This design comes from an exercise in tuning for small area on the open sky130 flow, not from production work.
At most, simulation tests tie the RTL to the original design; equivalence was not proved.
No activity file was given, so power comes from the tool's default toggle rates.

run 3:
Design SRRC_filter, start of the top module:
module SRRC_filter (clk, reset, symb_in, symb_out);
	input clk, reset;
	input signed [7:0] symb_in;
	output reg signed [7:0] symb_out;
	reg [7:0] r1;
	reg [7:0] r2;
	reg [7:0] r3;
	reg [7:0] r4;
	reg [7:0] r5;
	reg [7:0] r6;
	reg [7:0] r7;
	reg [7:0] r8;
	reg [7:0] r9;
	reg [7:0] r10;
	reg [7:0] r11;
	reg [7:0] r12;
	reg [7:0] r13;
	reg [7:0] r14;
	reg [7:0] r15;
	reg [7:0] r16;
	reg [7:0] r17;
	reg [7:0] r18;
	reg [7:0] r19;
	reg [7:0] r20;
	reg [7:0] r21;
	wire [7:0] acc;
	wire nrst;
	wire [7:0] d1;
	wire [7:0] d2;
	wire [7:0] d3;
	wire [7:0] d4;
	wire [7:0] d5;
	wire [7:0] d6;
	wire [7:0] d7;
	wire [7:0] d8;
	wire [7:0] d9;
	wire [7:0] d10;
	wire [7:0] d11;
	wire [7:0] d12;
	wire [7:0] d13;
	wire [7:0] d14;
	wire [7:0] d15;
	wire [7:0] d16;
	wire [7:0] d17;
	wire [7:0] d18;
	wire [7:0] d19;
	wire [7:0] d20;
	wire [7:0] d21;
	wire s1;
	wire c2;
	wire s3;
	wire c4;
	wire s5;
	wire c6;
	wire s7;
	wire c8;
	wire s9;
	wire c10;
	wire s11;
	wire c12;
	wire s13;
	wire c14;
	wire s15;
	wire c16;
	wire s17;
	wire c18;
	wire s19;
	wire c20;
	wire s21;
	wire c22;
	wire s23;
	wire c24;
	wire s25;
	wire c26;
  ...
export LEC_CHECK = 0
export CAP_MARGIN = 20
export CORE_MARGIN = 2
export CORE_UTILIZATION = 40
export SLEW_MARGIN = 20
export SYNTH_HIERARCHICAL = 1
export SYNTH_MINIMUM_KEEP_SIZE = 0
create_clock -name core_clock -period 10.0 [get_ports {clk}]
run.sh (not shown) runs the stock make flow with config.mk's settings and CLKGATE_MAP_FILE= SYNTH_SCRIPT=/design/flow/synth_recipe.tcl, a recipe that flattens the netlist after the stock synthesis.
Having completed the whole flow, run 3 delivered a layout that passed the timing, design-rule and antenna checks.
Edits applied to the flow inputs when going from run 3 to run 5:
Settings: CTS_CLUSTER_SIZE newly set to 20; CTS_BUF_LIST newly set to sky130_fd_sc_hd__clkbuf_8.
Notes after the runs:
[compare] base=run 3 new=run 5: total leakage power has decreased; clock-cell share of area has decreased; length in cells of the worst reg-to-reg path has remained practically unchanged; global-route wire length before repair has decreased.
No run of this note included a check of the RTL's function; only the layout flow was run.


SRRC_filter, a different RTL version from the one above (not shown whole).
For scale: roughly 180 flip-flops, roughly 18 I/O pins.
clock: 10.0 ns
lec_check: 0
cap_margin: 20
core_margin: 2
core_utilization: 40
slew_margin: 20
synth_hierarchical: 1
synth_minimum_keep_size: 0
standard.sh (not shown) runs the stock make flow with config.mk's settings and CLKGATE_MAP_FILE= SYNTH_SCRIPT=/design/flow/synth_recipe.tcl, a recipe that flattens the netlist after the stock synthesis.
==> flow/flow/run.sh <==
#!/bin/bash
# The standard layout (standard.sh) with two changes:
#  * clock tree synthesis uses clkbuf_8 and adds no dummy balancing loads;
#  * the port buffers that buffer_ports inserts are buf_1 cells.
set -e
export CTS_ARGS="-sink_clustering_enable -repair_clock_nets -dont_use_dummy_load -buf_list sky130_fd_sc_hd__clkbuf_8"
export BUFFER_PORTS_ARGS="-buffer_cell sky130_fd_sc_hd__buf_1"
bash standard.sh > standard.log 2>&1
The starting point completed without violations.
Then changed:
==> flow/flow/run.sh (replaced) <==
#!/bin/bash
# The standard layout (standard.sh) with two changes:
#  * clock tree synthesis uses clkbuf_8 and adds no dummy balancing loads;
#  * the port buffers that buffer_ports inserts are buf_1 cells.
set -e
export CTS_ARGS="-sink_clustering_enable -repair_clock_nets -dont_use_dummy_load -buf_list sky130_fd_sc_hd__clkbuf_8 -sink_clustering_size 60 -sink_clustering_max_diameter 500"
export BUFFER_PORTS_ARGS="-buffer_cell sky130_fd_sc_hd__buf_1"
bash standard.sh > standard.log 2>&1
Outcome: Cell count stays the same. Combinational power stays flat. Global-route usage does not change. Wire length does not change. Power does not change. Design area does not change. Clock skew does not change. Via count is unchanged. Count of clock-buffer cells in the layout stays the same.
Then changed:
==> flow/flow/run.sh (replaced) <==
#!/bin/bash
# The standard layout (standard.sh) with two changes:
#  * clock tree synthesis uses clkbuf_8 and adds no dummy balancing loads;
#  * the port buffers that buffer_ports inserts are buf_1 cells.
set -e
export CTS_ARGS="-sink_clustering_enable -repair_clock_nets -dont_use_dummy_load -buf_list sky130_fd_sc_hd__clkbuf_8"
export BUFFER_PORTS_ARGS="-buffer_cell sky130_fd_sc_hd__buf_1"
bash standard.sh > standard.log 2>&1
- ABC_AREA: not set -> 1
Effect: Worst setup slack is worse by 130 ps; design area hardly moves; die area is about the same; global-route usage went down by 0.18 points; area after synthesis barely changes; first-iteration DRC count went down by 8.7%; routed wire length went down by 0.52%; total power went up by 2.3%; count of clock-buffer cells in the layout stays the same; clock power went up by about 2%; non-clock buffer count is unchanged.

==> static timing again, ports no longer ideal <==
No port has a modelled driver above. Below, the same layouts with a new extraction and two added sets of constraints. Step 1: set_driving_cell puts a clkbuf_16 on clk and a buf_2 on each other input, an assumption about the parent block. Step 2, shift: input delay + t, output delay - t, t = (earliest + latest rising clock arrival at the registers) / 2. This alone moves slack from input paths to output paths. Three values: ideal ports, drivers, drivers and shift; two values: the first two.
| run | t (ns) | setup slack, ns | worst hold slack (ns) | clock arrival spread, ns | pins driven straight from the clock port |
|---|---|---|---|---|---|
| run 3 | 0.480 | 0.550 / 0.550 / 0.550 | 0.387 / 0.387 / 0.387 | 0.013 / 0.013 | 1 |
| run 5 | 0.507 | 0.567 / 0.567 / 0.567 | 0.391 / 0.391 / 0.391 | 0.017 / 0.018 | 1 |
| the first run of note 2 | 0.496 | 0.588 / 0.587 / 0.587 | 0.382 / 0.382 / 0.382 | 0.029 / 0.030 | 1 |
| the second run of note 2 | 0.496 | 0.588 / 0.587 / 0.587 | 0.382 / 0.382 / 0.382 | 0.029 / 0.030 | 1 |
| the third run of note 2 | 0.505 | 0.459 / 0.459 / 0.459 | 0.382 / 0.382 / 0.382 | 0.040 / 0.040 | 1 |
After both steps setup and hold are still met in every run listed.
